Context: an optimization exercise on an open-source flow, tuned for small area. The choices shown serve that exercise and are no tape-out recipe. At most, simulation tests tie the RTL to the original design; equivalence was not proved. The RTL of runs 5 and 6 was laid out without a check of its function. Power is estimated from default activity; no workload was simulated.

File: flow/config.mk
export PLATFORM = sky130hd
export DESIGN_NAME = dataPath
export DESIGN_NICKNAME = dataPath
export VERILOG_FILES = /design/flow/design.v
export SDC_FILE = /design/flow/constraint.sdc
export NUM_CORES = 4
export LEC_CHECK = 0
export CAP_MARGIN = 20
export CORE_MARGIN = 2
export CORE_UTILIZATION = 40
export SLEW_MARGIN = 20
export SYNTH_HIERARCHICAL = 1
File: flow/constraint.sdc
create_clock -name core_clock -period 4.0 [get_ports {Clock}]
set_input_delay 0.8000 -clock core_clock [delete_from_list [all_inputs] [get_ports {Clock}]]
set_output_delay 0.8000 -clock core_clock [all_outputs]
set_load 0.01 [all_outputs]
File: flow/design.v
module dataPath(
	input IRload,JMPmux, PCload, Meminst, MemWr, Aload, Reset, Clock, Sub,In,
	input [1:0] Asel,
	input [7:0] Input,
	output Aeq0, Apos,
	output [4:0] Address,
	output wire [2:0] IR,
	output [7:0] Output, RAM_Q);
	reg [7:0] ir, a, q;
	reg [4:0] pc;
	reg [7:0] mem [0:31];
	function [7:0] init_val(input integer w);
		case (w)
			0: init_val = 8'b10000000;  1: init_val = 8'b00111110;
			2: init_val = 8'b10000000;  3: init_val = 8'b00111111;
			4: init_val = 8'b00011110;  5: init_val = 8'b01111111;
			6: init_val = 8'b10110000;  7: init_val = 8'b11001100;
			8: init_val = 8'b00011111;  9: init_val = 8'b01111110;
			10: init_val = 8'b00111111; 11: init_val = 8'b11000100;
			12: init_val = 8'b00011110; 13: init_val = 8'b01111111;
			14: init_val = 8'b00111110; 15: init_val = 8'b11000100;
			16: init_val = 8'b00011110; 17: init_val = 8'b11111111;
			default: init_val = 8'b00000000;
		endcase
	endfunction
	assign Address = Meminst ? ir[4:0] : pc;
	assign IR = ir[7:5];
	assign Output = a;
	assign Aeq0 = (a == 8'd0);
	assign Apos = ~a[7];
	assign RAM_Q = q;
	wire [31:0] rsel, wen;
	wire hold;
	dec u_dec(.a(Address), .In(In), .MemWr(MemWr), .rsel(rsel), .hold(hold), .wen(wen));
	wire [7:0] d0 = {8{In}} & a;
	wire [7:0] d1 = {8{~In}} | a;
	genvar g, k;
	generate for (g = 0; g < 32; g = g + 1) begin : word
		for (k = 0; k < 8; k = k + 1) begin : b
			always @(posedge Clock)
				if (wen[g])
					mem[g][k] <= (g <= 17 || g >= 30) ? (init_val(g) >> k & 1 ? d1[k] : d0[k]) : a[k];
		end
	end endgenerate
	wire [7:0] q_next;
	generate for (g = 0; g < 8; g = g + 1) begin : rbit
		wire [32:0] d, s;
		for (k = 0; k < 32; k = k + 1) begin : t
			assign d[k] = mem[k][g];
		end
		assign d[32] = q[g];
		assign s = {hold, rsel};
		wire [10:0] nt;
		for (k = 0; k < 11; k = k + 1) begin : a
			aoi222 u(.a1(s[3*k]), .b1(d[3*k]), .a2(s[3*k+1]), .b2(d[3*k+1]), .a3(s[3*k+2]), .b3(d[3*k+2]), .y(nt[k]));
		end
		nand11 n(.x(nt), .y(q_next[g]));
	end endgenerate
	always @(posedge Clock) q <= q_next;
	always @(posedge Clock, posedge Reset)
		if (Reset) ir <= 8'd0;
		else if (IRload) ir <= q;
	always @(posedge Clock, posedge Reset)
		if (Reset) pc <= 5'd0;
		else if (PCload) pc <= JMPmux ? ir[4:0] : pc + 5'd1;
	wire [7:0] a_next;
	alu u_alu(.a(a), .q(q), .in(Input), .Asel(Asel), .Sub(Sub), .Aload(Aload), .y(a_next));
	always @(posedge Clock, posedge Reset)
		if (Reset) a <= 8'd0;
		else a <= a_next;
endmodule
module dec(input [4:0] a, input In, MemWr, output [31:0] rsel, output hold, output [31:0] wen);
	wire [7:0] nhi;
	wire [3:0] nlo_r, nlo_w;
	predec u_pre(.a(a), .In(In), .MemWr(MemWr), .nhi(nhi), .nlo_r(nlo_r), .nlo_w(nlo_w), .hold(hold));
	genvar w;
	generate for (w = 0; w < 32; w = w + 1) begin : d
		nor2 u_r(.a(nlo_r[w % 4]), .b(nhi[w / 4]), .y(rsel[w]));
		if (w <= 17 || w >= 30) begin : init
			o21ai u_w(.a1(nlo_w[w % 4]), .a2(nhi[w / 4]), .b1(In), .y(wen[w]));
		end else begin : plain
			nor2 u_w(.a(nlo_w[w % 4]), .b(nhi[w / 4]), .y(wen[w]));
		end
	end endgenerate
endmodule
module predec(input [4:0] a, input In, MemWr, output [7:0] nhi, output [3:0] nlo_r, nlo_w, output hold);
	wire rd = In & ~MemWr;
	wire wr = In & MemWr;
	assign hold = ~rd;
	genvar j;
	generate for (j = 0; j < 8; j = j + 1) begin : h
		assign nhi[j] = ~(a[4:2] == j);
	end
	for (j = 0; j < 4; j = j + 1) begin : l
		assign nlo_r[j] = ~(rd & (a[1:0] == j));
		assign nlo_w[j] = ~(wr & (a[1:0] == j));
	end endgenerate
endmodule
module nor2(input a, b, output y);
	assign y = ~(a | b);
endmodule
module o21ai(input a1, a2, b1, output y);
	assign y = ~((a1 | a2) & b1);
endmodule
module alu(input [7:0] a, q, in, input [1:0] Asel, input Sub, Aload, output [7:0] y);
	wire [7:0] sum;
	wire [7:0] c;
	addbit0 u0(.a(a[0]), .q(q[0]), .sub(Sub), .s(sum[0]), .co(c[1]));
	genvar i;
	generate for (i = 1; i < 8; i = i + 1) begin : b
		wire qx;
		xor2 u_x(.a(q[i]), .b(Sub), .y(qx));
		if (i < 7) begin : f
			fadd u_f(.a(a[i]), .b(qx), .ci(c[i]), .s(sum[i]), .co(c[i+1]));
		end else begin : l
			xor3 u_f(.a(a[i]), .b(qx), .c(c[i]), .y(sum[i]));
		end
	end endgenerate
	wire s1, s0;
	alusel u_sel(.Asel(Asel), .Aload(Aload), .s1(s1), .s0(s0));
	generate for (i = 0; i < 8; i = i + 1) begin : m
		mux4 u_m(.d0(a[i]), .d1(q[i]), .d2(in[i]), .d3(sum[i]), .s0(s0), .s1(s1), .y(y[i]));
	end endgenerate
endmodule
module alusel(input [1:0] Asel, input Aload, output s1, s0);
	assign s1 = Aload & ~Asel[1];
	assign s0 = Aload & (Asel[1] | ~Asel[0]);
endmodule
module addbit0(input a, q, sub, output s, co);
	assign s = a ^ q;
	assign co = sub ? (a | ~q) : (a & q);
endmodule
module xor2(input a, b, output y);
	assign y = a ^ b;
endmodule
module xor3(input a, b, c, output y);
	assign y = a ^ b ^ c;
endmodule
module fadd(input a, b, ci, output s, co);
	assign {co, s} = a + b + ci;
endmodule
module mux4(input d0, d1, d2, d3, s0, s1, output y);
	assign y = s1 ? (s0 ? d3 : d2) : (s0 ? d1 : d0);
endmodule
module aoi222(input a1, b1, a2, b2, a3, b3, output y);
	assign y = ~((a1 & b1) | (a2 & b2) | (a3 & b3));
endmodule
module nand11(input [10:0] x, output y);
	assign y = ~&x;
endmodule
File: flow/run.sh
#!/bin/bash
# synth_recipe.tcl (not shown) runs the flow's synth.tcl, then flattens the netlist and writes it again
# the make line also repeats each setting of config.mk as NAME=value (left out here)
make -C /OpenROAD-flow-scripts/flow DESIGN_CONFIG=/design/flow/config.mk WORK_HOME=/design/flow/orfs CLKGATE_MAP_FILE= SYNTH_SCRIPT=/design/flow/synth_recipe.tcl finish
==> impl_metrics.tcl, run 1 <==
set metrics [dict create \
    synth_edf_count 256 \
    synth_cells 578 \
    worstReg2RegEnd "a[7]$_DFF_PP0_" \
    required_ns 4.42 \
    drt_wl_total_mm 30.2 \
    relSlewSlack_pct 41.7 \
    core_sq_um 26200 \
    yosysSeqAreaShare_pct 77.9 \
    multi_input_area_sq_um 2320 \
    yosysMostFrequentCell "edfxtp_1" \
    clockBufferDepth 3 \
    ys_types 41 \
    synth_area_leader_cell "edfxtp_1" \
    finalClockSkew_ns 0.0180 \
    grt_antenna_before_repair 1 \
    drive_above_1_share_pct 18.4 \
    min_path_cells 1 \
    ir_drop_v 0.000461 \
    fill_cells 2135 \
    synth-async-reset-ratio_pct 7.37 \
    worstPathCellList "dlygate4sd2_1 > mux2_4 > fa_1 > fa_2 > fa_2 > fa_2 > fa_1 > fa_1 > xor3_1 > mux4_2" \
    grt_use_met2_pct 34.4 \
    power_density_nw_per_um2 687 \
    arrival_ns 4.25 \
    post_cts_buffers 0 \
    grt_max_degree 38 \
    endpoint_kind "flip-flop" \
    nets 748 \
    ys_ff_latch 285 \
    cp_slowest_stage_delay_ns 0.47 \
    gp_congestion 0.862 \
    met1_usage_pct 28.8 \
    critPathSlowestCell "mux4_2" \
    post_drt_wl_per_cell_microns 28.0 \
    hold_start "ir[6]$_DFFE_PP0P_" \
    worst-path-max-fanout 3 \
    fin_crit_sh_pct 95.8 \
    rsz0062_at_grt "false" \
    fp.dieArea_sq_um 28200 \
    numCtsBuffers 28 \
    grtUsageMet3_pct 4.70 \
    tightest_slew_ns 0.873 \
    ant_nets 0 \
    grt_overflow 0 \
    p_leak_nw 4.44 \
    ys_top_cells_by_count "edfxtp_1, a222oi_1, nor2_1" \
    rr_worst_depth 9 \
    io_pins 46 \
    drt_iter0_drc 1027 \
    antenna_cells 0 \
    hold_end "ir[6]$_DFFE_PP0P_" \
    power.total_mw 8.99 \
    clkSinkCount 285 \
    grt_pass1_wl_mm 44.0 \
    setup.reg_to_reg.worst_slack_ns 0.28 \
    yosys_warnings 8 \
    hold_viol 0 \
    synth_top_area_share_pct 71.6 \
    dpl-instance-area_sq_um 12200 \
    cts_tree "done" \
    avgSynthCellArea_sq_um 18.6 \
    fin_area_sq_um 13100 \
    regToRegStartpoint "q[0]$_DFF_P_" \
    die_w_microns 168 \
    fmax_mhz 261 \
    status "timing/DRC/antenna clean" \
    grt_busiest_layer "met2" \
    clk-insertion-delay-late_ns 0.54 \
    seq_area_sq_um 8370 \
    cts_resized 1 \
    viasPerCell 6.23 \
    syn_area_sq_um 10700 \
    start_util_pct 41.0 \
    grt_pass1_vias 6720 \
    htreeDepth 1 \
    grt_usage_pct 21.2 \
    syn_to_final_growth_pct 21.8 \
    portBuffers 45 \
    synth_flop_cell "edfxtp_1" \
    hold_buffers 0 \
    drv_slew 0 \
    dp_hpwl_mm 19.8 \
    cts-root-buf "clkbuf_16" \
    crit_type "in -> reg" \
    rows 59 \
    fin_crit_ns 3.83 \
    dr.pass1.iters 6 \
    cap_violations 0 \
    fp.dieH_microns 168 \
    num_vias 6717 \
    synth.area.top_cells "edfxtp_1, a222oi_1, dfrtp_1, mux4_2, nor2_1" \
    critPathLaunchType "primary input" \
    min_path_type "reg -> reg" \
    cts.clk_slew.worst_paths_ns 0.06 \
    drcViolationCount 0 \
    finalSetupViolations 0 \
]
-- per-layer routing --
layer	vias to the layer above	wire length, microns
met5	-	0
met4	0	921
met3	61	3060
met2	404	14200
met1	3434	11900
li1	2818	-
-- worst max-delay path, delay by kind of cell --
family | cells | cell delay, ns
adders and majority gates | 6 | 2.23
muxes | 2 | 0.75
buffers and inverters | 1 | 0.27
xor gates and xnor gates | 1 | 0.20
-- cells by family (layout without fill, tap and decap cells) --
group           Yosys count  count (layout)  synth area share [%]
compound gates          120             120                  9.78
xor+xnor                  9               9                 0.874
fa+ha+maj                 7               7                  1.23
buf+inv                  11             176                 0.512
flops                   285             285                  77.9
mux                      25              25                  3.45
simple gates            121             121                  6.20
-- power breakdown --
part	internal (mW)	total (mW)	switching [mW]
Clock	1.57	2.65	1.08
Sequential	4.00	4.26	0.254
Combinational	0.811	2.07	1.26
-- Yosys stat by module (local to each module, per instance), a selection --
module	cell area (sq um)	cells
addbit0	23.8	2
o21ai	5.00	1
alusel	20.0	3
xor3	23.8	1
nor2	3.75	1
xor2	8.76	1
predec	144	17
-- final cells by class --
| class | instances | area share, % |
|---|---|---|
| clock buffers | 31 | 5.60 |
| well taps | 335 | 3.20 |
| repair buffers | 119 | 7.78 |
| multi-input cells | 282 | 17.7 |
| inverters | 5 | 0.143 |
| flip-flops and latches | 285 | 64.0 |
| clock inverters | 21 | 1.53 |
-- stage by stage --
step / std cells / utilization [%] / hold slack, ns / setup TNS [ns] / setup slack (ns)
after CTS: 1078 / 49.9 / 0.518 / 0 / 0.180
after floorplan: 578 / - / 0.459 / 0 / 0.0362
final: 1078 / 49.9 / 0.504 / 0 / 0.169
after global placement: 1026 / 46.4 / 0.473 / -0.973 / -0.545
after global routing: 1078 / 49.9 / 0.532 / 0 / 0.122
after detailed placement: 1026 / 46.4 / 0.504 / -1.08 / -0.612
-- worst max-delay path by stage --
| stage | from | to | slack (ns) | cells past startpoint |
|---|---|---|---|---|
| after global routing | Sub | a[7]$_DFF_PP0_ | 0.12 | 10 |
| after global placement | Sub | a[7]$_DFF_PP0_ | -0.54 | 10 |
| after CTS | Sub | a[7]$_DFF_PP0_ | 0.18 | 10 |
| after floorplan | Sub | a[7]$_DFF_PP0_ | 0.04 | 9 |
| after detailed placement | Sub | a[7]$_DFF_PP0_ | -0.61 | 10 |
| final | Sub | a[7]$_DFF_PP0_ | 0.17 | 10 |
-- cell usage in the layout, fill, tap and decap left out, types with 2 or more instances in the layout --
cell type,count
nand4bb_1,3
xor2_1,8
clkinv_1,9
nand4_1,18
or3b_2,3
nand3b_1,3
o21ai_1,20
or4_1,2
dfxtp_1,8
bufinv_16,4
mux2_2,4
o21ai_0,2
clkbuf_1,2
mux4_2,8
a222oi_1,88
nand4b_1,3
mux2_1,8
o22ai_1,3
fa_1,3
clkinv_2,6
edfxtp_1,256
mux2i_1,4
clkdlybuf4s50_1,44
nor2_1,46
nand3_1,11
nand2_1,3
fa_2,3
buf_4,73
inv_1,4
clkbuf_16,29
and2_1,7
a21oi_1,5
or3_1,9
nand2b_1,8
dfrtp_1,21
-- registers in the layout (all words and copies together), names as in the netlist --
signal / cells
a: 8
ir: 8
mem: 256
pc: 5
q: 8
==> inputs of run 2 (changes only) <==
==> flow/flow/run.sh (new file) <==
#!/bin/bash
# The standard layout, with two changes: the port buffers are buf_1 cells instead of the
# clkdlybuf4s50_1 that buffer_ports picks by default, and CTS adds no dummy loads.
set -euo pipefail
export BUFFER_PORTS_ARGS="-buffer_cell sky130_fd_sc_hd__buf_1"
export CTS_ARGS="-sink_clustering_enable -repair_clock_nets -buf_list sky130_fd_sc_hd__clkbuf_8 -sink_clustering_size 18 -sink_clustering_max_diameter 50 -dont_use_dummy_load"
bash standard.sh > standard.log 2>&1
==> flow/standard.sh (new file) <==
#!/bin/bash
# synth_recipe.tcl (not shown) runs the flow's synth.tcl, then flattens the netlist and writes it again
# the make line also repeats each setting of config.mk as NAME=value (left out here)
make -C /OpenROAD-flow-scripts/flow DESIGN_CONFIG=/design/flow/config.mk WORK_HOME=/design/flow/orfs CLKGATE_MAP_FILE= SYNTH_SCRIPT=/design/flow/synth_recipe.tcl "${@:-finish}"
--- a/flow/config.mk
+++ b/flow/config.mk
@@ -7,6 +7,8 @@
 export LEC_CHECK = 0
-export CAP_MARGIN = 20
+export CAP_MARGIN = 0
 export CORE_MARGIN = 2
-export CORE_UTILIZATION = 40
-export SLEW_MARGIN = 20
+export CORE_UTILIZATION = 60
+export GPL_TIMING_DRIVEN = 0
+export SETUP_SLACK_MARGIN = 0.2
+export SLEW_MARGIN = 0
 export SYNTH_HIERARCHICAL = 1
removed: flow/run.sh
==> run 2 against run 1 <==
- critical path depth decreased by 1
- still clean on timing, DRC and antenna
- clock skew up 0.047 ns
- final cell count fell by 19%
- utilization increased by 16 points
- via count decreased by 5.4%
- area after synthesis unchanged
==> impl_metrics.tcl, run 2 <==
set metrics [dict create \
    grt_pass1_vias 6072 \
    finalSetupViolations 0 \
    drcViolationCount 0 \
    grt_max_degree 37 \
    hold_viol 0 \
    yosysSeqAreaShare_pct 77.9 \
    grt_overflow 0 \
    fin_crit_ns 3.71 \
    rr_worst_depth 9 \
    relSlewSlack_pct 25.3 \
    numCtsBuffers 24 \
    crit_start "a[0]$_DFF_PP0_" \
    holdWs_ns 0.374 \
    worst_path_most_repeated_cell "fa_2" \
    ys_top_cells_by_count "edfxtp_1, a222oi_1, nor2_1" \
    cts-root-buf "clkbuf_8" \
    cts_tree "done" \
    finalClockSkew_ns 0.0652 \
    htreeDepth 1 \
    final_util_pct 66.2 \
    gp_congestion 0.835 \
    syn_to_final_growth_pct 7.41 \
    fp.dieH_microns 138 \
    crit_family "adder cells" \
    setup.reg_to_reg.worst_slack_ns 0.29 \
    nets 674 \
    ys_ff_latch 285 \
    drv_slew 0 \
    clkSinkCount 285 \
    required_ns 4.43 \
    rsz0062_at_grt "false" \
    crit_type "reg -> reg" \
    drt_wl_total_mm 27.1 \
    synth_flop_cell "edfxtp_1" \
    worstPathCellList "mux2_4 > fa_2 > fa_2 > fa_2 > fa_2 > fa_2 > fa_2 > xor3_1 > mux4_2" \
    die_w_microns 138 \
    critPathSlowestCell "dfrtp_4" \
    synth_cells 578 \
    grt_usage_pct 29.0 \
    ys_types 41 \
    drt_iter0_drc 1133 \
    ant_nets 0 \
    core_sq_um 17400 \
    portBuffers 43 \
    synth_area_leader_cell "edfxtp_1" \
    top_register "mem" \
    viasPerCell 7.30 \
    yosys_warnings 8 \
    arrival_ns 4.14 \
    clockBufferDepth 3 \
    layout.cells.non_filler 870 \
    endpoint "a[7]$_DFF_PP0_" \
    worst-path-max-fanout 19 \
    final_cell_mix "edfxtp_1, a222oi_1, nor2_1" \
    fp.dieArea_sq_um 19000 \
    post_drt_wl_per_cell_microns 31.1 \
    power.total_mw 7.31 \
    dr.pass1.iters 9 \
    synth-async-reset-ratio_pct 7.37 \
    num_vias 6354 \
    min_path_type "in -> async" \
    endpoint_kind "flip-flop" \
    fmax_mhz 270 \
    largest_reg_flops 256 \
    synth_top_area_share_pct 71.6 \
    drive_above_1_share_pct 8.99 \
    grt_antenna_before_repair 0 \
    cp_slowest_stage_delay_ns 0.59 \
    start_util_pct 61.7 \
    cts.clk_slew.worst_paths_ns 0.10 \
    tightest_slew_ns 1.12 \
    mostFrequentLayoutCell "edfxtp_1" \
    yosysMostFrequentCell "edfxtp_1" \
    synth_edf_count 256 \
    dp_hpwl_mm 17.6 \
    rows 48 \
    crit_buf_inv 0 \
    p_leak_nw 3.70 \
    syn_area_sq_um 10700 \
    regToRegStartpoint "a[0]$_DFF_PP0_" \
    ir_drop_v 0.000415 \
    clk-insertion-delay-late_ns 0.57 \
    crit_cells 9 \
    worstReg2RegEnd "a[7]$_DFF_PP0_" \
    critPathLaunchType "flip-flop" \
    tns_ns 0 \
    fin_crit_sh_pct 92.7 \
    synth.area.top_cells "edfxtp_1, a222oi_1, dfrtp_1, mux4_2, nor2_1" \
    antenna_cells 0 \
    avgSynthCellArea_sq_um 18.6 \
    dp_cells 846 \
    io_pins 46 \
    cap_violations 0 \
    grt_pass1_wl_mm 38.4 \
    power_density_nw_per_um2 634 \
    status "timing/DRC/antenna clean" \
]
-- run 2: cell counts after synthesis --
Identical to the previous run, type by type.
-- run 2: logic make-up (layout without fill, tap and decap cells) --
| family | after synthesis | count (layout) | synth area share [%] |
|---|---|---|---|
| DFF | 285 | 285 | 77.9 |
| muxes | 25 | 25 | 3.45 |
| xor gates and xnor gates | 9 | 9 | 0.874 |
| AOI/OAI and AO/OA | 120 | 120 | 9.78 |
| adders and majority gates | 7 | 7 | 1.23 |
| buffers and inverters | 11 | 78 | 0.512 |
| and+or+nand+nor | 121 | 121 | 6.20 |
-- run 2: worst min path at each step --
stage,startpoint,end,depth (start not counted)
3_3_place_gp,ir[7]$_DFFE_PP0P_,ir[7]$_DFFE_PP0P_,1
6_report,Reset,a[7]$_DFF_PP0_,2
3_5_place_dp,ir[7]$_DFFE_PP0P_,ir[7]$_DFFE_PP0P_,1
2_1_floorplan,ir[5]$_DFFE_PP0P_,ir[5]$_DFFE_PP0P_,1
4_1_cts,Reset,a[7]$_DFF_PP0_,2
5_1_grt,Reset,a[7]$_DFF_PP0_,2
-- run 2: Yosys stat by module (local to each module, per instance), a selection --
module	area [sq um]	flops+latches	cells	times used
aoi222	10.0	0	1	88
o21ai	5.00	0	1	20
mux4	22.5	0	1	8
nor2	3.75	0	1	44
addbit0	23.8	0	2	1
dataPath	8830	285	350	1
xor3	23.8	0	1	1
xor2	8.76	0	1	7
alusel	20.0	0	3	1
-- run 2: per-stage QoR --
step / setup WS [ns] / cell area [sq um]
floorplan: 0.158 / 10800
global placement: -0.263 / 11200
detailed placement: -0.292 / 11200
CTS: 0.267 / 11500
global route: 0.212 / 11500
finish: 0.294 / 11500
-- run 2: timing repair --
action | in CTS | in global routing
buffers inserted | 0 | 0
gates resized for setup | 1 | 3
pin swaps | 0 | 0
setup endpoints to repair | 2 | 2
hold buffers | 0 | 0
-- run 2: cell type report --
class	count	area, sq um
sequential	285	8380
fill	1179	5880
multi-input combinational	282	2330
clock buffer	24	330
tap	225	282
timing repair buffer	43	164
buffer	6	36.3
inverter	5	18.8
-- run 2: power breakdown --
part / total [mW] / switching (mW) / internal, mW
registers: 4.53 / 0.526 / 4.01
clock network: 1.38 / 0.847 / 0.536
logic: 1.40 / 0.891 / 0.507
total: 7.31 / 2.26 / 5.05
-- run 2: metal layers --
metal  vias up  global-route usage, %  routed length (microns)  share of wire (%)
li1       2635                      -                        -                  -
met3        68                   4.71                     2810                 10
met1      3192                   40.6                    10300                 38
met4         0                   10.1                      900                3.3
met2       459                   47.0                    13100                 48
met5         -                      0                        0                  0
==> inputs of run 3 (changes only) <==
--- a/flow/design.v
+++ b/flow/design.v
@@ -86,13 +86,29 @@
 module predec(input [4:0] a, input In, MemWr, output [7:0] nhi, output [3:0] nlo_r, nlo_w, output hold);
-	wire rd = In & ~MemWr;
-	wire wr = In & MemWr;
-	assign hold = ~rd;
+	wire [4:0] an;
+	wire mwn;
 	genvar j;
+	generate for (j = 0; j < 5; j = j + 1) begin : i
+		inv u(.a(a[j]), .y(an[j]));
+	end endgenerate
+	inv u_mw(.a(MemWr), .y(mwn));
+	nand2 u_hold(.a(In), .b(mwn), .y(hold));
 	generate for (j = 0; j < 8; j = j + 1) begin : h
-		assign nhi[j] = ~(a[4:2] == j);
+		nand3 u(.a(j & 1 ? a[2] : an[2]), .b(j & 2 ? a[3] : an[3]), .c(j & 4 ? a[4] : an[4]), .y(nhi[j]));
 	end
 	for (j = 0; j < 4; j = j + 1) begin : l
-		assign nlo_r[j] = ~(rd & (a[1:0] == j));
-		assign nlo_w[j] = ~(wr & (a[1:0] == j));
+		nand4 u_r(.a(In), .b(mwn), .c(j & 1 ? a[0] : an[0]), .d(j & 2 ? a[1] : an[1]), .y(nlo_r[j]));
+		nand4 u_w(.a(In), .b(MemWr), .c(j & 1 ? a[0] : an[0]), .d(j & 2 ? a[1] : an[1]), .y(nlo_w[j]));
 	end endgenerate
+endmodule
+module inv(input a, output y);
+	assign y = ~a;
+endmodule
+module nand2(input a, b, output y);
+	assign y = ~(a & b);
+endmodule
+module nand3(input a, b, c, output y);
+	assign y = ~(a & b & c);
+endmodule
+module nand4(input a, b, c, d, output y);
+	assign y = ~(a & b & c & d);
 endmodule
@@ -115,3 +131,3 @@
 		end else begin : l
-			xor3 u_f(.a(a[i]), .b(qx), .c(c[i]), .y(sum[i]));
+			fadd u_f(.a(a[i]), .b(qx), .ci(c[i]), .s(sum[i]), .co());
 		end
@@ -135,5 +151,2 @@
 endmodule
-module xor3(input a, b, c, output y);
-	assign y = a ^ b ^ c;
-endmodule
 module fadd(input a, b, ci, output s, co);
==> run 3 against run 2 <==
- clock power barely moved
- wire length rose by 1.3%
- sequential power barely moved
- count of clock-buffer cells in the layout did not move
- worst setup slack got worse by 0.16 ns
- synthesized cell count rose by 1.0%
- area after synthesis fell by 0.29%
- non-clock buffer count rose by 11
- critical path depth did not move
- sequential share of layout area fell by 0.34 points
- critical path type unchanged
- critical endpoint unchanged
- largest cell class unchanged
- largest power group unchanged
==> impl_metrics.tcl, run 3 <==
set metrics [dict create \
    top_register "mem" \
    holdWs_ns 0.386 \
    syn_to_final_growth_pct 8.28 \
    core_sq_um 17400 \
    yosysSeqAreaShare_pct 78.2 \
    hold_viol 0 \
    fill_cells 1190 \
    synthAdderAreaFrac_pct 1.43 \
    place_ws_ns -0.505 \
    drt_wl_total_mm 27.4 \
    rows 48 \
    tns_ns 0 \
    portBuffers 43 \
    cts-root-buf "clkbuf_8" \
    worstReg2RegEnd "a[7]$_DFF_PP0_" \
    synthSimpleGateAreaFrac_pct 5.75 \
    relSlewSlack_pct 11.4 \
    fin_crit_sh_pct 96.6 \
    critPathSlowestCell "dfrtp_4" \
    synth_area_leader_cell "edfxtp_1" \
    avgSynthCellArea_sq_um 18.3 \
    yosys_warnings 8 \
    crit_buf_inv 0 \
    setup.reg_to_reg.worst_slack_ns 0.13 \
    setup_slack_ns 0.134 \
    antenna_cells 0 \
    dpl-instance-area_sq_um 11200 \
    power_density_nw_per_um2 633 \
    fin_crit_ns 3.87 \
    io_pins 46 \
    status "timing/DRC/antenna clean" \
    ys_types 34 \
    synth_cells 584 \
    final_util_pct 66.8 \
    cp_slowest_stage_delay_ns 0.48 \
    cts_tree "done" \
    tightest_slew_ns 1.33 \
    yosysMostFrequentCell "edfxtp_1" \
    grt_overflow 0 \
    synth.area.top_cells "edfxtp_1, a222oi_1, dfrtp_1, mux4_2, nor2_1" \
    viasPerCell 7.24 \
    ir_drop_v 0.000390 \
    fp.dieArea_sq_um 18900 \
    grt_usage_pct 29.6 \
    min_path_type "in -> async" \
    worst-path-max-fanout 2 \
    num_vias 6421 \
    finalClockSkew_ns 0.0505 \
    syn_area_sq_um 10700 \
    crit_type "reg -> reg" \
    synth_top_family_by_area "compound AO/OA/AOI/OAI gates" \
    grt_antenna_before_repair 0 \
    synth_compound_area_share_pct 9.81 \
    clkSinkCount 285 \
    grt_pass1_vias 6178 \
    ys_ff_latch 285 \
    dp_cells 852 \
    crit_family "adder cells" \
    clk-insertion-delay-late_ns 0.57 \
    dp_hpwl_mm 17.7 \
    grt_pass1_wl_mm 39.1 \
    critPathLaunchType "flip-flop" \
    synth_mux_area_share_pct 3.46 \
    rr_worst_depth 9 \
    nets 692 \
    fmax_mhz 259 \
    power.total_mw 7.34 \
    htreeDepth 1 \
    clockBufferDepth 3 \
    synth-async-reset-ratio_pct 7.37 \
    numCtsBuffers 24 \
    start_util_pct 61.7 \
    gp_congestion 0.906 \
    mostFrequentLayoutCell "edfxtp_1" \
    post_drt_wl_per_cell_microns 30.9 \
    cap_violations 0 \
    seq_area_sq_um 8380 \
    rsz0062_at_grt "true" \
    drv_slew 0 \
    worstPathCellList "mux2_4 > fa_2 > fa_2 > fa_2 > fa_2 > fa_2 > fa_2 > fa_1 > mux4_2" \
    regToRegStartpoint "a[0]$_DFF_PP0_" \
    synth_xor_area_share_pct 0.654 \
    ant_nets 0 \
    finalSetupViolations 0 \
    largest_reg_flops 256 \
    fin_area_sq_um 11600 \
    synth_flop_cell "edfxtp_1" \
    final_cell_mix "edfxtp_1, a222oi_1, nor2_1" \
    endpoint_kind "flip-flop" \
    fp.dieH_microns 138 \
    drive_above_1_share_pct 9.97 \
    arrival_ns 4.27 \
    worst_path_most_repeated_cell "fa_2" \
    grt_max_degree 37 \
    multi_input_area_sq_um 2270 \
    die_w_microns 138 \
    synth_top_area_share_pct 71.8 \
    drcViolationCount 0 \
    ys_top_cells_by_count "edfxtp_1, a222oi_1, nor2_1" \
    dr.pass1.iters 7 \
    drt_iter0_drc 1050 \
    layout.cells.non_filler 887 \
    synth_edf_count 256 \
    required_ns 4.41 \
    cts.clk_slew.worst_paths_ns 0.09 \
    p_leak_nw 3.76 \
]
-- run 3: power breakdown --
group	switching, mW	leakage, nW	internal, mW
Clock	0.852	0.173	0.536
Combinational	0.943	0.848	0.495
Sequential	0.502	2.74	4.01
-- run 3: worst register-to-register path: stages, from the launching register on --
cell and delay [ns]:
dfrtp_4 0.48, mux2_4 0.27, fa_2 0.35, fa_2 0.34, fa_2 0.36, fa_2 0.36, fa_2 0.35, fa_2 0.34
fa_1 0.43, mux4_2 0.47
-- run 3: layout make-up --
class | count | share of cell area [%]
sequential | 285 | 72.3
multi-input combinational | 282 | 19.6
clock buffer | 24 | 2.85
tap | 225 | 2.43
timing repair buffer | 54 | 2.17
inverter | 11 | 0.356
buffer | 6 | 0.313
-- run 3: layer usage --
metal / track usage, % / wire length, microns
met1: 42.4 / 10600
met2: 47.3 / 13100
met3: 4.86 / 2850
met4: 9.62 / 901
met5: 0 / 0
-- run 3: cell families after synthesis --
group,count (synthesis)
AO/OA/AOI/OAI,120
XOR/XNOR,8
adder cells (fa/ha/maj),8
buffers and inverters,17
flip-flops,285
multiplexers,25
AND/OR/NAND/NOR,121
-- run 3: repair_timing --
| item | CTS | global route |
|---|---|---|
| resized for setup | 7 | 0 |
| hold buffers | 0 | 0 |
| pin swaps | 3 | 2 |
| setup endpoints to repair | 7 | 9 |
| setup buffers | 6 | 5 |
-- run 3: modules after synthesis, one instance, submodules excluded, a selection --
module | cell area [sq um] | times used | flops+latches
nand2 | 3.75 | 1 | 0
addbit0 | 23.8 | 1 | 0
nand3 | 5.00 | 8 | 0
xor2 | 8.76 | 7 | 0
dataPath | 8830 | 1 | 285
mux4 | 22.5 | 8 | 0
aoi222 | 10.0 | 88 | 0
alusel | 20.0 | 1 | 0
nor2 | 3.75 | 44 | 0
nand4 | 6.26 | 8 | 0
fadd | 20.0 | 7 | 0
-- run 3: worst max-delay path by stage --
| stage | from | to | slack (ns) | cells after the start |
|---|---|---|---|---|
| floorplan | Sub | a[7]$_DFF_PP0_ | -0.1 | 9 |
| global placement | Sub | a[7]$_DFF_PP0_ | -0.51 | 10 |
| detailed placement | Sub | a[7]$_DFF_PP0_ | -0.51 | 10 |
| CTS | a[0]$_DFF_PP0_ | a[7]$_DFF_PP0_ | 0.15 | 9 |
| global route | a[0]$_DFF_PP0_ | a[7]$_DFF_PP0_ | 0.07 | 9 |
| finish | a[0]$_DFF_PP0_ | a[7]$_DFF_PP0_ | 0.13 | 9 |
==> inputs of run 4 (changes only) <==
==> flow/flow/run.sh (replaced) <==
#!/bin/bash
# The standard layout, with two changes: the port buffers are buf_1 cells instead of the
# clkdlybuf4s50_1 that buffer_ports picks by default, and CTS adds no dummy loads.
set -euo pipefail
export BUFFER_PORTS_ARGS="-buffer_cell sky130_fd_sc_hd__buf_1"
export CTS_ARGS="-sink_clustering_enable -repair_clock_nets -buf_list sky130_fd_sc_hd__clkbuf_8 -sink_clustering_size 24 -sink_clustering_max_diameter 45 -dont_use_dummy_load"
bash standard.sh > standard.log 2>&1
--- a/flow/config.mk
+++ b/flow/config.mk
@@ -11,3 +11,3 @@
 export GPL_TIMING_DRIVEN = 0
-export SETUP_SLACK_MARGIN = 0.2
+export SETUP_SLACK_MARGIN = 0.1
 export SLEW_MARGIN = 0
==> run 4 against run 3 <==
- worst setup slack worse by 0.012 ns
- still clean
- count of clock-buffer cells in the layout up 4
- die area did not move
- non-clock buffer count is 10 lower
==> impl_metrics.tcl, run 4 <==
set metrics [dict create \
    dp_hpwl_mm 17.7 \
    grt_usage_pct 29.6 \
    num_vias 6392 \
    fin_crit_sh_pct 96.9 \
    grt_pass1_vias 6187 \
    top_register "mem" \
    synth_top_area_share_pct 71.8 \
    arrival_ns 4.30 \
    yosysMostFrequentCell "edfxtp_1" \
    fp.dieH_microns 138 \
    relSlewSlack_pct 25.3 \
    syn_to_final_growth_pct 8.05 \
    met1_length_mm 10.6 \
    drv_slew 0 \
    drcViolationCount 0 \
    fmax_mhz 258 \
    clockBufferDepth 3 \
    avgSynthCellArea_sq_um 18.3 \
    fin_crit_ns 3.88 \
    clkSinkCount 285 \
    io_pins 46 \
    drive_above_1_share_pct 9.30 \
    synth-async-reset-ratio_pct 7.37 \
    dpl-instance-area_sq_um 11200 \
    grt_overflow 0 \
    swShare_pct 31.1 \
    dr.max_layer_used "met4" \
    ir_drop_v 0.000408 \
    fp.dieArea_sq_um 18900 \
    internal_power_mw 5.11 \
    final_cell_mix "edfxtp_1, a222oi_1, nor2_1" \
    grt_pass1_wl_mm 39.1 \
    place_ws_ns -0.505 \
    status "timing/DRC/antenna clean" \
    mostFrequentLayoutCell "edfxtp_1" \
    rsz0062_at_grt "true" \
    drt_wl_total_mm 27.4 \
    synth_area_leader_cell "edfxtp_1" \
    route.met3.wl_mm 2.81 \
    synth_edf_count 256 \
    combPwrFrac_pct 19.1 \
    endpoint_kind "flip-flop" \
    post_drt_wl_per_cell_microns 31.1 \
    p_clk_share_pct 20.0 \
    tightest_slew_ns 1.12 \
    ys_ff_latch 285 \
    clk-insertion-delay-late_ns 0.58 \
    grt_max_degree 37 \
    synth_flop_cell "edfxtp_1" \
    cts_tree "done" \
    finalSetupViolations 0 \
    worst-path-max-fanout 2 \
    numCtsBuffers 28 \
    hold_buffers 0 \
    critPathLaunchType "flip-flop" \
    gp_congestion 0.906 \
    portBuffers 43 \
    required_ns 4.43 \
    setup_slack_ns 0.122 \
    ant_nets 0 \
    drt_iter0_drc 1081 \
    core_sq_um 17400 \
    dr_wl_met2_mm 13.1 \
    p_leak_nw 3.75 \
    nets 686 \
    synth.area.top_cells "edfxtp_1, a222oi_1, dfrtp_1, mux4_2, nor2_1" \
    fin_area_sq_um 11600 \
    grt_antenna_before_repair 0 \
    cts.clk_slew.worst_paths_ns 0.07 \
    viasPerCell 7.26 \
    rows 48 \
    yosysSeqAreaShare_pct 78.2 \
    finalClockSkew_ns 0.0664 \
    min_path_type "in -> async" \
    die_w_microns 138 \
    dr.pass1.iters 6 \
    htreeDepth 1 \
    cts-root-buf "clkbuf_8" \
    start_util_pct 61.7 \
    largest_reg_flops 256 \
    yosys_warnings 8 \
    hold_viol 0 \
    ys_top_cells_by_count "edfxtp_1, a222oi_1, nor2_1" \
    syn_area_sq_um 10700 \
    synth_cells 584 \
    p_switching_mw 2.31 \
    rr_worst_depth 9 \
    antenna_cells 0 \
    ys_types 34 \
    cap_violations 0 \
    pwr-share-seq_pct 60.8 \
    crit_type "reg -> reg" \
    power_density_nw_per_um2 641 \
]
## run 4: layout make-up
class                           count  area, sq um
Sequential cell                   285         8380
Fill cell                        1183         5780
Multi-Input combinational cell    282         2270
Clock buffer                       28          385
Tap cell                          225          282
Timing Repair Buffer               44          171
Inverter                           11         41.3
Buffer                              6         36.3
## run 4: worst paths after layout
kind                       slack [ns]           endpoint               from
setup reg to reg                 0.12     a[7]$_DFF_PP0_     a[0]$_DFF_PP0_
hold / removal                   0.38  ir[2]$_DFFE_PP0P_              Reset
max in group asynchronous        3.02     a[0]$_DFF_PP0_              Reset
setup / recovery                 0.12     a[7]$_DFF_PP0_     a[0]$_DFF_PP0_
hold reg to reg                  0.49  ir[7]$_DFFE_PP0P_  ir[7]$_DFFE_PP0P_
min in group core_clock          0.49  ir[7]$_DFFE_PP0P_  ir[7]$_DFFE_PP0P_
## run 4: worst max-delay path: stages (launching register included)
cell and delay, ns:
dfrtp_4 0.49, mux2_4 0.27, fa_2 0.35, fa_2 0.34, fa_2 0.36, fa_2 0.36
fa_2 0.34, fa_2 0.34, fa_1 0.42, mux4_2 0.47
## run 4: metrics by stage
stage          TNS (ns)  utilization [%]  total power [mW]  cells  hold slack (ns)
6_report              0             66.7              7.41    881            0.379
5_1_grt               0             66.7              7.71    881            0.452
4_1_cts               0             66.7              7.42    881            0.381
3_5_place_dp     -45.96             64.3              5.96    852            0.476
3_3_place_gp     -12.26             64.3              5.87    852            0.473
2_1_floorplan   -0.0953                -              5.17    584            0.459
## run 4: logic make-up (layout without fill, tap and decap cells)
group | count (synthesis) | in the layout | synth area share (%)
flops | 285 | 285 | 78.2
mux | 25 | 25 | 3.46
buf+inv | 17 | 89 | 0.724
xor+xnor | 8 | 8 | 0.654
compound gates | 120 | 120 | 9.81
simple gates | 121 | 121 | 5.75
fa+ha+maj | 8 | 8 | 1.43
## run 4: layer usage
layer  global-route usage, %  vias to the layer above
met5                       0                        -
met1                    42.2                     3241
met3                    5.52                       68
li1                        -                     2669
met2                    47.4                      414
met4                    9.11                        0
## run 4: power groups by stage
stage	Sequential (mW)	Combinational (mW)	Clock, mW
2_1_floorplan	4.36	0.809	0
3_3_place_gp	4.56	1.31	0
3_5_place_dp	4.60	1.36	0
4_1_cts	4.51	1.40	1.51
5_1_grt	4.55	1.53	1.62
6_report	4.51	1.42	1.49
## run 4: modules after synthesis, one instance, submodules excluded, a selection
module	flops+latches	cells
aoi222	0	1
nand3	0	1
inv	0	1
nor2	0	1
nand2	0	1
addbit0	0	2
fadd	0	1
alusel	0	3
mux4	0	1
nand11	0	4
nand4	0	1
xor2	0	1
dataPath	285	350
o21ai	0	1
## run 4: repair_timing
item / in CTS / in global routing
resized for setup: 5 / 1
setup endpoints to repair: 1 / 1
setup buffers: 1 / 0
cloned: 0 / 0
==> inputs of run 5 (changes only) <==
--- a/flow/design.v
+++ b/flow/design.v
@@ -25,3 +25,8 @@
 	endfunction
-	assign Address = Meminst ? ir[4:0] : pc;
+	wire [4:0] addr_n;
+	genvar g, k;
+	generate for (g = 0; g < 5; g = g + 1) begin : am
+		mux2i u_m(.a0(pc[g]), .a1(ir[g]), .s(Meminst), .y(addr_n[g]));
+		inv u_i(.a(addr_n[g]), .y(Address[g]));
+	end endgenerate
 	assign IR = ir[7:5];
@@ -33,6 +38,5 @@
 	wire hold;
-	dec u_dec(.a(Address), .In(In), .MemWr(MemWr), .rsel(rsel), .hold(hold), .wen(wen));
+	dec u_dec(.a(Address), .an(addr_n), .In(In), .MemWr(MemWr), .rsel(rsel), .hold(hold), .wen(wen));
 	wire [7:0] d0 = {8{In}} & a;
 	wire [7:0] d1 = {8{~In}} | a;
-	genvar g, k;
 	generate for (g = 0; g < 32; g = g + 1) begin : word
@@ -71,6 +75,6 @@
 endmodule
-module dec(input [4:0] a, input In, MemWr, output [31:0] rsel, output hold, output [31:0] wen);
+module dec(input [4:0] a, an, input In, MemWr, output [31:0] rsel, output hold, output [31:0] wen);
 	wire [7:0] nhi;
 	wire [3:0] nlo_r, nlo_w;
-	predec u_pre(.a(a), .In(In), .MemWr(MemWr), .nhi(nhi), .nlo_r(nlo_r), .nlo_w(nlo_w), .hold(hold));
+	predec u_pre(.a(a), .an(an), .In(In), .MemWr(MemWr), .nhi(nhi), .nlo_r(nlo_r), .nlo_w(nlo_w), .hold(hold));
 	genvar w;
@@ -85,9 +89,5 @@
 endmodule
-module predec(input [4:0] a, input In, MemWr, output [7:0] nhi, output [3:0] nlo_r, nlo_w, output hold);
-	wire [4:0] an;
+module predec(input [4:0] a, an, input In, MemWr, output [7:0] nhi, output [3:0] nlo_r, nlo_w, output hold);
 	wire mwn;
 	genvar j;
-	generate for (j = 0; j < 5; j = j + 1) begin : i
-		inv u(.a(a[j]), .y(an[j]));
-	end endgenerate
 	inv u_mw(.a(MemWr), .y(mwn));
@@ -101,2 +101,5 @@
 	end endgenerate
+endmodule
+module mux2i(input a0, a1, s, output y);
+	assign y = ~(s ? a1 : a0);
 endmodule
==> flow/flow/run.sh (replaced) <==
#!/bin/bash
# The standard layout, with these changes: the port buffers are buf_1 cells instead of the
# clkdlybuf4s50_1 that buffer_ports picks by default, the buffers that abc left in the netlist
# are removed before placement, and CTS builds the tree from small clock buffers and adds no
# dummy loads.
set -euo pipefail
export REMOVE_ABC_BUFFERS=1
export BUFFER_PORTS_ARGS="-buffer_cell sky130_fd_sc_hd__buf_1"
export CTS_ARGS="-sink_clustering_enable -repair_clock_nets -buf_list sky130_fd_sc_hd__clkbuf_4 -sink_clustering_size 10 -sink_clustering_max_diameter 40 -dont_use_dummy_load"
bash standard.sh > standard.log 2>&1
==> run 5 against run 4 <==
- largest power group unchanged
- worst setup slack worse by 0.067 ns
- hold slack worse by 0.080 ns
- critical endpoint unchanged
- utilization is 0.75 points lower
- still clean
- area after synthesis hardly changed
- sequential share of layout area is 0.82 points higher
- critical path type unchanged
==> impl_metrics.tcl, run 5 <==
set metrics [dict create \
    relSlewSlack_pct 27.7 \
    die_w_microns 138 \
    drv_slew 0 \
    ys_types 33 \
    mostFrequentLayoutCell "edfxtp_1" \
    htreeDepth 2 \
    tightest_slew_ns 1.08 \
    fp.dieH_microns 138 \
    fin_crit_ns 3.95 \
    setup_slack_ns 0.0550 \
    dp_hpwl_mm 17.8 \
    fin_crit_sh_pct 98.6 \
    tns_ns 0 \
    power_density_nw_per_um2 629 \
    dpl-instance-area_sq_um 11100 \
    clk-insertion-delay-late_ns 0.65 \
    synth-async-reset-ratio_pct 7.37 \
    worstReg2RegEnd "a[7]$_DFF_PP0_" \
    worst_path_most_repeated_cell "fa_2" \
    yosysSeqAreaShare_pct 78.2 \
    fmax_mhz 253 \
    ys_ff_latch 285 \
    clkSinkCount 285 \
    yosys_warnings 8 \
    rows 48 \
    viasPerCell 7.12 \
    gp_congestion 0.885 \
    synth_flop_cell "edfxtp_1" \
    critPathLaunchType "flip-flop" \
    synth_top_area_share_pct 71.8 \
    io_pins 46 \
    crit_type "reg -> reg" \
    largest_reg_flops 256 \
    status "timing/DRC/antenna clean" \
    arrival_ns 4.42 \
    min_path_type "in -> async" \
    drt_wl_total_mm 27.2 \
    cts_tree "done" \
    fp.dieArea_sq_um 18900 \
    finalSetupViolations 0 \
    worstPathCellList "mux2_4 > fa_2 > fa_2 > fa_2 > fa_2 > fa_2 > fa_2 > fa_1 > mux4_2" \
    drive_above_1_share_pct 9.38 \
    finalClockSkew_ns 0.0741 \
    synth_area_leader_cell "edfxtp_1" \
    ant_nets 0 \
    place_ws_ns -0.855 \
    grt_pass1_vias 5980 \
    num_vias 6318 \
    start_util_pct 61.7 \
    cp_slowest_stage_delay_ns 0.50 \
    worst-path-max-fanout 2 \
    fin_area_sq_um 11400 \
    syn_area_sq_um 10700 \
    dr.pass1.iters 6 \
    synth_cells 583 \
    rsz0062_at_grt "true" \
    post_drt_wl_per_cell_microns 30.6 \
    syn_to_final_growth_pct 6.87 \
    crit_family "adder cells" \
    endpoint_kind "flip-flop" \
    rr_worst_depth 9 \
    synth_edf_count 256 \
    drcViolationCount 0 \
    cts.clk_slew.worst_paths_ns 0.10 \
    yosysMostFrequentCell "edfxtp_1" \
    holdWs_ns 0.300 \
    cts-root-buf "clkbuf_4" \
    top_register "mem" \
    synth.area.top_cells "edfxtp_1, a222oi_1, dfrtp_1, mux4_2, nor2_1" \
    grt_max_degree 46 \
    clockBufferDepth 3 \
    p_leak_nw 3.71 \
    regToRegStartpoint "a[0]$_DFF_PP0_" \
    hold_viol 0 \
    cap_violations 0 \
    required_ns 4.48 \
    portBuffers 45 \
    critPathSlowestCell "dfrtp_4" \
    numCtsBuffers 38 \
    ir_drop_v 0.000430 \
    grt_antenna_before_repair 1 \
    drt_iter0_drc 1009 \
    crit_buf_inv 0 \
    setup.reg_to_reg.worst_slack_ns 0.05 \
    grt_usage_pct 29.4 \
    final_cell_mix "edfxtp_1, a222oi_1, nor2_1" \
    core_sq_um 17400 \
    grt_overflow 0 \
    fill_cells 1203 \
    grt_pass1_wl_mm 37.9 \
    hold_buffers 0 \
    avgSynthCellArea_sq_um 18.4 \
    ys_top_cells_by_count "edfxtp_1, a222oi_1, nor2_1" \
    nets 691 \
]
## run 5: worst reg2reg max path, stage by stage, from the launching register on
cell and delay [ns]:
dfrtp_4 0.50, mux2_4 0.27, fa_2 0.34, fa_2 0.35, fa_2 0.36, fa_2 0.36
fa_2 0.36, fa_2 0.35, fa_1 0.44, mux4_2 0.48
## run 5: how the worst max path moves through the flow
stage	slack (ns)	startpoint	cells past startpoint	to
final	0.05	a[0]$_DFF_PP0_	9	a[7]$_DFF_PP0_
after global routing	-0.002	a[0]$_DFF_PP0_	9	a[7]$_DFF_PP0_
after global placement	-0.73	Sub	10	a[7]$_DFF_PP0_
after CTS	0.06	a[0]$_DFF_PP0_	9	a[7]$_DFF_PP0_
after floorplan	-0.34	Sub	9	a[7]$_DFF_PP0_
after detailed placement	-0.85	Sub	10	a[7]$_DFF_PP0_
## run 5: per-layer routing
layer	vias to the layer above	wire length, microns	global-route usage (%)
met1	3210	10500	40.1
met4	0	707	9.28
li1	2694	-	-
met5	-	0	0
met2	361	13200	47.2
met3	53	2790	7.40
## run 5: modules after synthesis, one instance, submodules excluded, excerpt
module    times used  cell area, sq um  flip-flops and latches
xor2               7              8.76                       0
dataPath           1              8780                     285
fadd               7              20.0                       0
nor2              44              3.75                       0
nand11             8              23.8                       0
mux4               8              22.5                       0
mux2i              5              10.0                       0
addbit0            1              23.8                       0
nand3              8              5.00                       0
## run 5: cells by family after synthesis
kind of cell    Yosys count  synth area share (%)
flops                   285                  78.2
simple gates            120                  5.71
compound gates          119                  9.77
mux                      26                  3.51
buf+inv                  17                 0.725
xor+xnor                  8                 0.654
fa+ha+maj                 8                  1.43
## run 5: what timing repair did
action / 4_1_cts / 5_1_grt
cloned: 0 / 0
buffers inserted: 1 / 0
endpoints found under the setup margin: 2 / 1
resized for setup: 10 / 2
## run 5: power breakdown
part / total (mW) / leakage (nW) / switching [mW] / internal, mW
registers: 4.50 / 2.74 / 0.492 / 4.01
clock network: 1.29 / 0.175 / 0.849 / 0.439
logic: 1.40 / 0.801 / 0.950 / 0.455
## run 5: metrics by stage
stage | util, % | total power [mW] | cells
2_1_floorplan | - | 5.14 | 577
3_3_place_gp | 64.1 | 5.85 | 847
3_5_place_dp | 64.1 | 5.93 | 847
4_1_cts | 65.9 | 7.21 | 886
5_1_grt | 65.9 | 7.50 | 887
6_report | 65.9 | 7.19 | 887
## run 5: area by class of cell
cell class	count	area, sq um	share of cell area [%]
Timing Repair Buffer	46	179	1.56
Tap cell	225	282	2.46
Multi-Input combinational cell	281	2270	19.8
Sequential cell	285	8380	73.3
Clock buffer	38	285	2.49
Inverter	11	41.3	0.361
Antenna cell	1	2.50	0.0219
==> inputs of run 6 (changes only) <==
--- a/flow/config.mk
+++ b/flow/config.mk
@@ -9,3 +9,3 @@
 export CORE_MARGIN = 2
-export CORE_UTILIZATION = 60
+export CORE_UTILIZATION = 70
 export GPL_TIMING_DRIVEN = 0
==> run 6 against run 5 <==
- worst setup slack gained 0.073 ns
- hold slack gained 0.0010 ns
- sequential power is essentially flat
- combinational power is essentially flat
- via count grew 2.7%
- count of clock-buffer cells in the layout is the same
- sequential share of layout area grew 0.25 points
- die area shrank 14%
- still clean on timing, DRC and antenna
==> impl_metrics.tcl, run 6 <==
set metrics [dict create \
    status "timing/DRC/antenna clean" \
    synth_top_area_share_pct 71.8 \
    synth_edf_count 256 \
    fmax_mhz 258 \
    cts-root-buf "clkbuf_4" \
    rsz0062_at_grt "true" \
    fp.dieH_microns 128 \
    required_ns 4.48 \
    die_w_microns 128 \
    grt_overflow 0 \
    yosysMostFrequentCell "edfxtp_1" \
    mostFrequentLayoutCell "edfxtp_1" \
    syn_to_final_growth_pct 6.52 \
    drt_wl_total_mm 26.4 \
    numCtsBuffers 38 \
    htreeDepth 2 \
    setup.reg_to_reg.worst_slack_ns 0.13 \
    finalClockSkew_ns 0.0719 \
    arrival_ns 4.36 \
    tightest_slew_ns 1.14 \
    drt_iter0_drc 1142 \
    power_density_nw_per_um2 631 \
    cap_violations 0 \
    viasPerCell 7.62 \
    drcViolationCount 0 \
    layout.cells.non_filler 851 \
    io_pins 46 \
    post_drt_wl_per_cell_microns 31.0 \
    num_vias 6487 \
    min_path_type "in -> async" \
    fin_crit_sh_pct 96.8 \
    drv_slew 0 \
    endpoint_kind "flip-flop" \
    tns_ns 0 \
    grt_antenna_before_repair 1 \
    synth-async-reset-ratio_pct 7.37 \
    avgSynthCellArea_sq_um 18.4 \
    grt_pass1_wl_mm 38.1 \
    grt_usage_pct 33.1 \
    largest_reg_flops 256 \
    clk-insertion-delay-late_ns 0.65 \
    hold_buffers 0 \
    p_leak_nw 3.72 \
    hold_viol 0 \
    clockBufferDepth 3 \
    nets 692 \
    ys_top_cells_by_count "edfxtp_1, a222oi_1, nor2_1" \
    ys_types 33 \
    final_cell_mix "edfxtp_1, a222oi_1, nor2_1" \
    cts.clk_slew.worst_paths_ns 0.12 \
    synth_area_leader_cell "edfxtp_1" \
    top_register "mem" \
    relSlewSlack_pct 23.5 \
    yosys_warnings 8 \
    gp_congestion 0.860 \
    drive_above_1_share_pct 9.67 \
    synth.area.top_cells "edfxtp_1, a222oi_1, dfrtp_1, mux4_2, nor2_1" \
    worst-path-max-fanout 2 \
    dp_hpwl_mm 17.0 \
    ys_ff_latch 285 \
    dr.pass1.iters 6 \
    fill_cells 930 \
    crit_start "a[0]$_DFF_PP0_" \
    ir_drop_v 0.000374 \
    clkSinkCount 285 \
    grt_max_degree 46 \
    fin_crit_ns 3.87 \
    critPathLaunchType "flip-flop" \
    synth_cells 583 \
    start_util_pct 71.0 \
    fp.dieArea_sq_um 16300 \
    multi_input_area_sq_um 2270 \
    crit_type "reg -> reg" \
    grt_pass1_vias 6226 \
    finalSetupViolations 0 \
    holdWs_ns 0.301 \
    regToRegStartpoint "a[0]$_DFF_PP0_" \
    core_sq_um 15100 \
    synth_flop_cell "edfxtp_1" \
    dp_cells 810 \
    syn_area_sq_um 10700 \
    yosysSeqAreaShare_pct 78.2 \
    portBuffers 45 \
    seq_area_sq_um 8380 \
    rows 45 \
    ant_nets 0 \
    cts_tree "done" \
]
==> run 6: cell types whose count changed in the layout (fill, tap and decap cells not counted), sizes merged <==
cell,delta
buf,+2
clkbuf,-1
==> run 6: cell type report <==
cell class / count / area share (%)
Sequential cell: 285 / 73.5
Multi-Input combinational cell: 281 / 19.9
Clock buffer: 38 / 2.50
Tap cell: 188 / 2.06
Timing Repair Buffer: 47 / 1.63
Inverter: 11 / 0.362
Antenna cell: 1 / 0.0219
==> run 6: cells by family after synthesis <==
logic type      synth area share [%]
simple gates                    5.71
buf+inv                        0.725
flops                           78.2
mux                             3.51
compound gates                  9.77
xor+xnor                       0.654
fa+ha+maj                       1.43
==> run 6: final timing paths <==
path	depth (start not counted)	endpoint
hold / removal	2	ir[6]$_DFFE_PP0P_
setup / recovery	9	a[7]$_DFF_PP0_
max in group asynchronous	2	a[0]$_DFF_PP0_
hold reg to reg	1	ir[7]$_DFFE_PP0P_
setup reg to reg	9	a[7]$_DFF_PP0_
min in group core_clock	1	ir[7]$_DFFE_PP0P_
==> run 6: power by group <==
| group | internal (mW) | switching (mW) |
|---|---|---|
| Combinational | 0.456 | 0.947 |
| Clock | 0.439 | 0.853 |
| Sequential | 4.01 | 0.488 |
| Total | 4.91 | 2.29 |
==> run 6: what timing repair did <==
action	in CTS	in global routing
hold endpoints to repair	0	0
pin swaps	1	1
cloned	0	0
resized for setup	12	1
setup buffers	2	0
setup endpoints to repair	2	1
==> run 6: through the flow <==
stage	util (%)	total power, mW	setup WS [ns]	area, sq um
after floorplan	-	5.14	-0.336	10700
after global placement	73.4	5.81	-0.769	11100
after detailed placement	73.4	5.89	-0.814	11100
after CTS	75.6	7.18	0.115	11400
after global routing	75.6	7.49	0.0817	11400
final	75.6	7.19	0.128	11400
==> run 6: critical path: stages (launching register included) <==
cell and delay [ns]:
dfrtp_4 0.48, mux2_4 0.27, fa_2 0.34, fa_2 0.36, fa_2 0.36, fa_2 0.35, fa_2 0.35, fa_2 0.34
fa_1 0.43, mux4_2 0.47
==> run 6: modules after synthesis, one instance, submodules excluded, a selection <==
module | cell area (sq um) | cells inside | times used
addbit0 | 23.8 | 2 | 1
alusel | 20.0 | 3 | 1
dataPath | 8780 | 344 | 1
fadd | 20.0 | 1 | 7
mux2i | 10.0 | 1 | 5
mux4 | 22.5 | 1 | 8
nand11 | 23.8 | 4 | 8
nand2 | 3.75 | 1 | 1
nand3 | 5.00 | 1 | 8
nand4 | 6.26 | 1 | 8
o21ai | 5.00 | 1 | 20
xor2 | 8.76 | 1 | 7
==> run 6: layer usage <==
layer	track usage [%]	wire length, microns	vias to the layer above
met5	0	0	-
met3	8.56	3470	53
li1	-	-	2695
met2	50.8	12400	470
met1	47.3	9700	3269
met4	12.2	843	0
==> inputs of run 7 (changes only) <==
--- a/flow/design.v
+++ b/flow/design.v
@@ -134,3 +134,5 @@
 		end else begin : l
-			fadd u_f(.a(a[i]), .b(qx), .ci(c[i]), .s(sum[i]), .co());
+			wire p;
+			xor2 u_p(.a(a[i]), .b(qx), .y(p));
+			xor2 u_s(.a(p), .b(c[i]), .y(sum[i]));
 		end
--- a/flow/config.mk
+++ b/flow/config.mk
@@ -9,3 +9,3 @@
 export CORE_MARGIN = 2
-export CORE_UTILIZATION = 70
+export CORE_UTILIZATION = 60
 export GPL_TIMING_DRIVEN = 0
==> run 7 against run 6 <==
- final cell count up 4.6%
- count of clock-buffer cells in the layout rose by 1
- still clean
- clock power about the same
- largest power group unchanged
- global-route usage down 3.8 points
- sequential share of layout area is 0.27 points lower
- first-iteration DRC count decreased by 14%
- critical endpoint unchanged
==> impl_metrics.tcl, run 7 <==
set metrics [dict create \
    status "timing/DRC/antenna clean" \
    ant_nets 0 \
    synth_cells 584 \
    critPathSlowestCell "dfrtp_4" \
    synth_edf_count 256 \
    ir_drop_v 0.000461 \
    ys_ff_latch 285 \
    post_drt_wl_per_cell_microns 30.5 \
    clk-insertion-delay-late_ns 0.66 \
    start_util_pct 61.7 \
    grt_usage_pct 29.3 \
    synth-async-reset-ratio_pct 7.37 \
    cts.clk_slew.worst_paths_ns 0.06 \
    synth_xor_area_share_pct 0.818 \
    drive_above_1_share_pct 9.19 \
    synth_top_area_share_pct 71.8 \
    multi_input_area_sq_um 2260 \
    power_density_nw_per_um2 631 \
    viasPerCell 7.14 \
    final_util_pct 65.9 \
    final_cell_mix "edfxtp_1, a222oi_1, nor2_1" \
    syn_to_final_growth_pct 6.93 \
    dr.pass1.iters 6 \
    cts_tree "done" \
    io_pins 46 \
    avgSynthCellArea_sq_um 18.3 \
    drv_slew 0 \
    hold_buffers 0 \
    grt_pass1_vias 5990 \
    arrival_ns 4.28 \
    grt_pass1_wl_mm 38.0 \
    hold_viol 0 \
    ys_top_cells_by_count "edfxtp_1, a222oi_1, nor2_1" \
    required_ns 4.48 \
    die_w_microns 138 \
    synthAdderAreaFrac_pct 1.24 \
    fp.dieH_microns 138 \
    seq_area_sq_um 8380 \
    gp_congestion 0.932 \
    rsz0062_at_grt "false" \
    fin_crit_sh_pct 95.0 \
    dp_hpwl_mm 17.7 \
    yosysMostFrequentCell "edfxtp_1" \
    clockBufferDepth 3 \
    setup_slack_ns 0.201 \
    finalSetupViolations 0 \
    grt_overflow 0 \
    synthSimpleGateAreaFrac_pct 5.72 \
    finalClockSkew_ns 0.0667 \
    syn_area_sq_um 10700 \
    place_ws_ns -0.555 \
    drcViolationCount 0 \
    fin_crit_ns 3.80 \
    fp.dieArea_sq_um 18900 \
    synth_area_leader_cell "edfxtp_1" \
    crit_type "reg -> reg" \
    p_leak_nw 3.73 \
    met1_usage_pct 41.1 \
    grt_max_degree 46 \
    fmax_mhz 263 \
    cp_slowest_stage_delay_ns 0.49 \
    synth_flop_cell "edfxtp_1" \
    fill_cells 1212 \
    drt_wl_total_mm 27.2 \
    grt_busiest_layer "met2" \
    clkSinkCount 285 \
    mostFrequentLayoutCell "edfxtp_1" \
    critPathLaunchType "flip-flop" \
    yosys_warnings 8 \
    min_path_type "in -> async" \
    top_register "mem" \
    ys_types 33 \
    grt_antenna_before_repair 1 \
    htreeDepth 2 \
    synth.area.top_cells "edfxtp_1, a222oi_1, dfrtp_1, mux4_2, nor2_1" \
    grt_use_met2_pct 47.3 \
    synth_compound_area_share_pct 9.77 \
    grtUsageMet3_pct 6.25 \
    worstPathCellList "mux2_4 > fa_1 > fa_2 > fa_2 > fa_1 > fa_1 > fa_1 > xor2_1 > mux4_2" \
    portBuffers 45 \
    tightest_slew_ns 1.13 \
    cts-root-buf "clkbuf_4" \
    synth_top_family_by_area "compound AO/OA/AOI/OAI gates" \
    yosysSeqAreaShare_pct 78.2 \
    relSlewSlack_pct 24.2 \
    numCtsBuffers 39 \
    rows 48 \
    core_sq_um 17400 \
    nets 693 \
    num_vias 6352 \
    largest_reg_flops 256 \
    synth_mux_area_share_pct 3.51 \
    tns_ns 0 \
    crit_buf_inv 0 \
    worst_path_most_repeated_cell "fa_1" \
    drt_iter0_drc 984 \
    endpoint_kind "flip-flop" \
    cap_violations 0 \
    crit_family "adder cells" \
    worst-path-max-fanout 2 \
]
## run 7: cell types whose count changed in the layout (fill, tap and decap cells not counted), sizes merged
cell    delta
buf        -1
xor2       +2
clkbuf     +2
fa         -1
## run 7: what timing repair did
action / in CTS / in global routing
setup endpoints to repair: 2 / 2
cloned: 0 / 0
gates resized for setup: 5 / 4
buffers inserted: 1 / 1
endpoints found under the hold margin: 0 / 0
## run 7: metal layers
layer / routed length, microns / vias up
li1: - / 2697
met1: 10200 / 3184
met2: 13200 / 430
met3: 3160 / 41
met4: 555 / 0
met5: 0 / -
## run 7: area by class of cell
class	instances	share of cell area, %
Multi-Input combinational cell	282	19.7
Inverter	11	0.361
Clock buffer	39	2.56
Sequential cell	285	73.2
Timing Repair Buffer	47	1.63
Antenna cell	1	0.0219
Tap cell	225	2.46
## run 7: where the power goes
part | internal, mW | switching [mW] | leakage [nW]
registers | 4.01 | 0.490 | 2.74
logic | 0.460 | 0.954 | 0.811
clock network | 0.450 | 0.863 | 0.179
## run 7: final timing paths
check,cells after the start,endpoint,slack (ns),startpoint
min reg2reg,1,ir[6]$_DFFE_PP0P_,0.49,ir[6]$_DFFE_PP0P_
max in group asynchronous,2,a[0]$_DFF_PP0_,3.08,Reset
min in group core_clock,1,ir[6]$_DFFE_PP0P_,0.49,ir[6]$_DFFE_PP0P_
max,9,a[7]$_DFF_PP0_,0.20,a[0]$_DFF_PP0_
max reg2reg,9,a[7]$_DFF_PP0_,0.20,a[0]$_DFF_PP0_
min,2,pc[2]$_DFFE_PP0P_,0.32,Reset
## run 7: per-stage QoR
stage                     total power, mW  instances  cell area [sq um]  hold WS (ns)
final                                7.23        890              11400         0.317
after global placement               5.85        848              11100         0.472
after detailed placement             5.94        848              11100         0.485
after CTS                            7.22        888              11400         0.317
after floorplan                      5.15        578              10700         0.480
after global routing                 7.51        890              11400         0.383
## run 7: Yosys stat by module, one instance, submodules excluded, a selection
module   times used  flip-flops and latches
nand11            8                       0
addbit0           1                       0
mux4              8                       0
alusel            1                       0
aoi222           88                       0
mux2i             5                       0
o21ai            20                       0
inv               6                       0
nand2             1                       0
## run 7: kinds of logic (layout without fill, tap and decap cells)
group                      Yosys count  after routing
buffers and inverters               17             97
adders and majority gates            7              7
AOI/OAI and AO/OA                  119            119
DFF                                285            285
muxes                               26             26
and+or+nand+nor                    120            120
xor gates and xnor gates            10             10
other                                0              1

separate check: timing with driven ports:
No port has a modelled driver above. Below, the same layouts with a new extraction and two added sets of constraints.
Step 1 sets driving cells, clkbuf_16 on the clock port and buf_2 on the other inputs (assumed; they add their load-dependent delay and slew).
Step 2 moves the port delays by t, midway between the first and last clock arrival at a register: inputs arrive t later, outputs are due t later. That takes back most of the time a late clock gives input paths.
Slacks: ideal / step 1 / step 2; pairs: ideal / step 1.
run | t (ns) | slack for setup (ns) | latest minus earliest clock arrival (ns) | slew at the worst register clock pin (ns) | worst slew at a driven data input, ns
run 1 | 0.581 | 0.169 / 0.196 / -0.385 | 0.018 / 0.018 | 0.06 / 0.06 | 0.06
run 2 | 0.572 | 0.294 / 0.294 / -0.167 | 0.066 / 0.066 | 0.11 / 0.11 | 0.04
run 3 | 0.584 | 0.134 / 0.134 / -0.423 | 0.055 / 0.054 | 0.11 / 0.11 | 0.04
run 4 | 0.590 | 0.122 / 0.122 / -0.404 | 0.067 / 0.066 | 0.10 / 0.10 | 0.04
run 5 | 0.657 | 0.055 / 0.055 / -0.510 | 0.074 / 0.074 | 0.10 / 0.10 | 0.04
run 6 | 0.654 | 0.128 / 0.128 / -0.428 | 0.075 / 0.075 | 0.12 / 0.12 | 0.04
run 7 | 0.666 | 0.201 / 0.201 / -0.404 | 0.081 / 0.081 | 0.12 / 0.12 | 0.04
Met with ideal ports but missed after step 2: setup timing in every run listed. For run 7, which loses most, drivers alone change the setup slack by 0.000 ns; drivers and shift together by -0.605 ns.
